From an optimization exercise on the open Yosys and OpenROAD flow, aimed at small area and a short achievable clock period; shortcuts taken in it are not production practice.
The RTL was checked by simulation tests, not by an equivalence proof against the original design.
Power and IR drop assume default switching activity.

## MEMCTRL_CORE
module MEMCTRL_CORE(
   BIST_PASS,
   MEM_ADDR, MEM_CE, MEM_WEB, MEM_OEB, MEM_CSB, MEM_IDATA, MEM_ODATA_SELECT,
   SPARE_MEM_ADDR, SPARE_MEM_CE, SPARE_MEM_WEB, SPARE_MEM_OEB, SPARE_MEM_CSB,
   SPARE_MEM_IDATA, SPARE_MEM_ODATA_SELECT,
   ADDR, CE, CLK, CSB, IDATA, OEB, RSTN, WEB, BIST_EN, BIST_MODE, MEM_ODATA
   );
   input  [15:0]        ADDR;
   input                CE;
   input                CLK;
   input                CSB;
   input [7:0]          IDATA;
   input                OEB;
   input                RSTN;
   input                WEB;
   input                BIST_EN;
   input [2:0]          BIST_MODE;
   input [7:0]          MEM_ODATA;
   output               BIST_PASS;
   output [9:0]         MEM_ADDR;
   output               MEM_CE;
   output               MEM_WEB;
   output [63:0]        MEM_OEB;
   output [63:0]        MEM_CSB;
   output [7:0]         MEM_IDATA;
   output [5:0]         MEM_ODATA_SELECT;
   output [6:0]         SPARE_MEM_ADDR;
   output               SPARE_MEM_CE;
   output               SPARE_MEM_WEB;
   output [24:0]        SPARE_MEM_OEB;
   output [24:0]        SPARE_MEM_CSB;
   output [7:0]         SPARE_MEM_IDATA;
   output [4:0]         SPARE_MEM_ODATA_SELECT;
   localparam NF = 25;           
   wire en0 = BIST_EN & BIST_MODE[0];    
   wire en1 = BIST_EN & BIST_MODE[1];    
   wire en2 = BIST_EN & BIST_MODE[2];    
  ...
Size in the first run: roughly 390 flip-flops, ~270 I/O pins, roughly 22000 um^2 of cells after synthesis.
clock: 350.0 ns
lec_check: 0
cap_margin: 0
core_margin: 2
core_utilization: 65
cts_buf_list: sky130_fd_sc_hd__clkbuf_16
cts_cluster_diameter: 100
cts_cluster_size: 20
slew_margin: 0
standard.sh (not shown) runs the stock make flow with config.mk's settings and CLKGATE_MAP_FILE= SYNTH_SCRIPT=/design/flow/synth_recipe.tcl, a recipe that flattens the netlist after the stock synthesis.
==> flow/flow/run.sh <==
#!/bin/bash
# The standard layout (standard.sh: standard synthesis, floorplan, place,
# CTS, route, finish), except that the buffers put on the input and output
# ports are the smallest buffer cell instead of the resizer's default choice,
# and the clock tree is built without dummy balancing loads.
# make's full output goes to flow_make.log; each ORFS step keeps its own log
# under orfs/logs/.
set -euo pipefail
bash standard.sh \
  "BUFFER_PORTS_ARGS=-buffer_cell sky130_fd_sc_hd__buf_1" \
  "CTS_ARGS=-sink_clustering_enable -repair_clock_nets -sink_clustering_size 20 -sink_clustering_max_diameter 100 -buf_list sky130_fd_sc_hd__clkbuf_16 -dont_use_dummy_load" \
  finish > flow_make.log 2>&1
The first run completed with no timing, DRC or antenna violations.
Edit:
--- a/flow/flow/run.sh
+++ b/flow/flow/run.sh
@@ -9,4 +9,4 @@
 bash standard.sh \
   "BUFFER_PORTS_ARGS=-buffer_cell sky130_fd_sc_hd__buf_1" \
-  "CTS_ARGS=-sink_clustering_enable -repair_clock_nets -sink_clustering_size 20 -sink_clustering_max_diameter 100 -buf_list sky130_fd_sc_hd__clkbuf_16 -dont_use_dummy_load" \
+  "CTS_ARGS=-sink_clustering_enable -repair_clock_nets -sink_clustering_size 12 -sink_clustering_max_diameter 80 -buf_list sky130_fd_sc_hd__clkbuf_8 -dont_use_dummy_load" \
   finish > flow_make.log 2>&1
The changed run finished with timing, DRC and antenna clean.
Power falls by 0.91%.
Clock skew falls by 11 ps.
Final area stays flat.
Edit:
==> flow/flow/run.sh (replaced) <==
#!/bin/bash
# The standard layout (standard.sh: standard synthesis, floorplan, place,
# CTS, route, finish), except that the buffers put on the input and output
# ports are the smallest buffer cell instead of the resizer's default choice.
# make's full output goes to flow_make.log; each ORFS step keeps its own log
# under orfs/logs/.
set -euo pipefail
bash standard.sh "BUFFER_PORTS_ARGS=-buffer_cell sky130_fd_sc_hd__buf_1" finish > flow_make.log 2>&1
CAP_MARGIN = 20   (was 0)
CORE_UTILIZATION = 40   (was 65)
SLEW_MARGIN = 20   (was 0)
Result:
- sequential share of layout area came out lower by 1.0 points
- power goes up by a few percent
- utilization went down by 27 points
- final cell count is higher by roughly a tenth
Edit:
==> flow/flow/run.sh (replaced) <==
#!/bin/bash
# The standard layout (standard.sh: standard synthesis, floorplan, place,
# CTS, route, finish), except that the buffers put on the input and output
# ports are the smallest buffer cell instead of the resizer's default choice,
# and the clock tree is built without dummy balancing loads.
# make's full output goes to flow_make.log; each ORFS step keeps its own log
# under orfs/logs/.
set -euo pipefail
bash standard.sh \
  "BUFFER_PORTS_ARGS=-buffer_cell sky130_fd_sc_hd__buf_1" \
  "CTS_ARGS=-sink_clustering_enable -repair_clock_nets -sink_clustering_size 20 -sink_clustering_max_diameter 100 -buf_list sky130_fd_sc_hd__clkbuf_16 -dont_use_dummy_load" \
  finish > flow_make.log 2>&1
CORE_UTILIZATION = 65   (was 40)
Power went down by about 1.7%.
Wire length went down by about 4%.
Worst setup slack gains 160 ps.
Synthesized cell count stays the same.
Sequential share of layout area went up by 0.81 points.
Core utilization went up by 27 points.
Cell count went down by 9.4%.
Die area went down by about 40%.

* * *

Another version of the RTL of MEMCTRL_CORE (not shown whole).
Size in the first run: ~390 flip-flops, ~270 I/O pins, ~22000 sq um of cells after synthesis.
make LEC_CHECK=0 CAP_MARGIN=20 CORE_MARGIN=2 CORE_UTILIZATION=40 CTS_BUF_LIST=sky130_fd_sc_hd__clkbuf_8 SLEW_MARGIN=20 finish   # period 350.0 ns
run.sh (not shown) runs the stock make flow with config.mk's settings and CLKGATE_MAP_FILE= SYNTH_SCRIPT=/design/flow/synth_recipe.tcl, a recipe that flattens the netlist after the stock synthesis.
Stock flow here: none of the scripts above is used.
Next try:
==> flow/flow/run.sh (new file) <==
#!/bin/bash
# The standard layout (standard.sh: standard synthesis, floorplan, place,
# CTS, route, finish), except that the buffers put on the input and output
# ports are the smallest buffer cell instead of the resizer's default choice.
# make's full output goes to flow_make.log; each ORFS step keeps its own log
# under orfs/logs/.
set -euo pipefail
bash standard.sh "BUFFER_PORTS_ARGS=-buffer_cell sky130_fd_sc_hd__buf_1" finish > flow_make.log 2>&1
==> flow/standard.sh (new file) <==
#!/bin/bash
# synth_recipe.tcl (not shown) runs the flow's synth.tcl, then flattens the netlist and writes it again
# the make line also repeats each setting of config.mk as NAME=value (left out here)
make -C /OpenROAD-flow-scripts/flow DESIGN_CONFIG=/design/flow/config.mk WORK_HOME=/design/flow/orfs CLKGATE_MAP_FILE= SYNTH_SCRIPT=/design/flow/synth_recipe.tcl "${@:-finish}"
removed: flow/run.sh
What happened: Worst setup slack improves by 0.44 ns; area after synthesis does not change; first-iteration DRC count increases by 32%.

* * *

Another version of the RTL of MEMCTRL_CORE (not shown whole).
Size: ~390 flip-flops, ~270 I/O pins, roughly 22000 um2 of cells after synthesis.
clock: 350.0 ns
lec_check: 0
cap_margin: 20
core_margin: 2
core_utilization: 65
cts_buf_list: sky130_fd_sc_hd__clkbuf_16
cts_cluster_diameter: 100
cts_cluster_size: 20
slew_margin: 20
standard.sh (not shown) runs the stock make flow with config.mk's settings and CLKGATE_MAP_FILE= SYNTH_SCRIPT=/design/flow/synth_recipe.tcl, a recipe that flattens the netlist after the stock synthesis.
==> flow/flow/run.sh <==
#!/bin/bash
# The standard layout (standard.sh: standard synthesis, floorplan, place,
# CTS, route, finish), except that the buffers put on the input and output
# ports are the smallest buffer cell instead of the resizer's default choice,
# and the clock tree is built without dummy balancing loads.
# make's full output goes to flow_make.log; each ORFS step keeps its own log
# under orfs/logs/.
set -euo pipefail
bash standard.sh \
  "BUFFER_PORTS_ARGS=-buffer_cell sky130_fd_sc_hd__buf_1" \
  "CTS_ARGS=-sink_clustering_enable -repair_clock_nets -sink_clustering_size 20 -sink_clustering_max_diameter 100 -buf_list sky130_fd_sc_hd__clkbuf_16 -dont_use_dummy_load" \
  finish > flow_make.log 2>&1
Then changed:
==> flow/flow/run.sh (replaced) <==
#!/bin/bash
# The standard layout (standard.sh: standard synthesis, floorplan, place,
# CTS, route, finish), except that the buffers put on the input and output
# ports are the smallest buffer cell instead of the resizer's default choice.
# make's full output goes to flow_make.log; each ORFS step keeps its own log
# under orfs/logs/.
set -euo pipefail
bash standard.sh "BUFFER_PORTS_ARGS=-buffer_cell sky130_fd_sc_hd__buf_1" finish > flow_make.log 2>&1
--- a/flow/config.mk
+++ b/flow/config.mk
@@ -8,5 +8,5 @@
 export CAP_MARGIN = 20
 export CORE_MARGIN = 2
-export CORE_UTILIZATION = 65
+export CORE_UTILIZATION = 40
 export CTS_BUF_LIST = sky130_fd_sc_hd__clkbuf_16
 export CTS_CLUSTER_DIAMETER = 100
What happened:
- The changed run went through all stages and came out clean
- flip-flop and latch count stays the same
- first-iteration DRC count climbs by a quarter to a third
- clock skew stays flat
- critical path depth stays the same
- worst hold slack degrades by 5.5 ps
- non-clock buffer count goes up by 4
- synthesized cell count stays the same
- cell area goes up slightly
- worst setup slack loses 430 ps

separate check: timing with driven ports:
In the flow no input, the clock included, has a driving cell. The finished layouts below were timed again as built, in two steps.
Step 1, drivers: a clkbuf_16 drives CLK and a buf_2 each remaining input, both assumed.
Step 2 adds t to the input delays and takes it off the output delays; t is the mean of the earliest and latest rising clock arrival at the registers after step 1. Input paths then give back, and output paths get back, about the clock's delay inside the block.
Slacks: ideal ports / drivers / drivers and shift; pairs: ideal ports / drivers.
run	t, ns	setup slack, ns	cell pins on the clock port's net
the first run of note 1	0.593	276.628 / 276.659 / 276.066	1
the second run of note 1	0.603	276.557 / 276.585 / 275.981	1
the third run of note 1	0.625	276.462 / 276.498 / 275.873	1
the fourth run of note 1	0.589	276.623 / 276.656 / 276.068	1
the first run of note 2	0.702	276.428 / 276.368 / 276.327	1
the second run of note 2	0.691	276.867 / 276.807 / 276.248	1
the first run of note 3	0.594	277.326 / 277.273 / 276.887	1
the second run of note 3	0.629	276.896 / 276.839 / 276.690	1
After both steps every run listed still meets setup and hold. The setup slack of the second run of note 2, which loses most, moves by -0.060 ns with the drivers and by -0.619 ns with both steps.
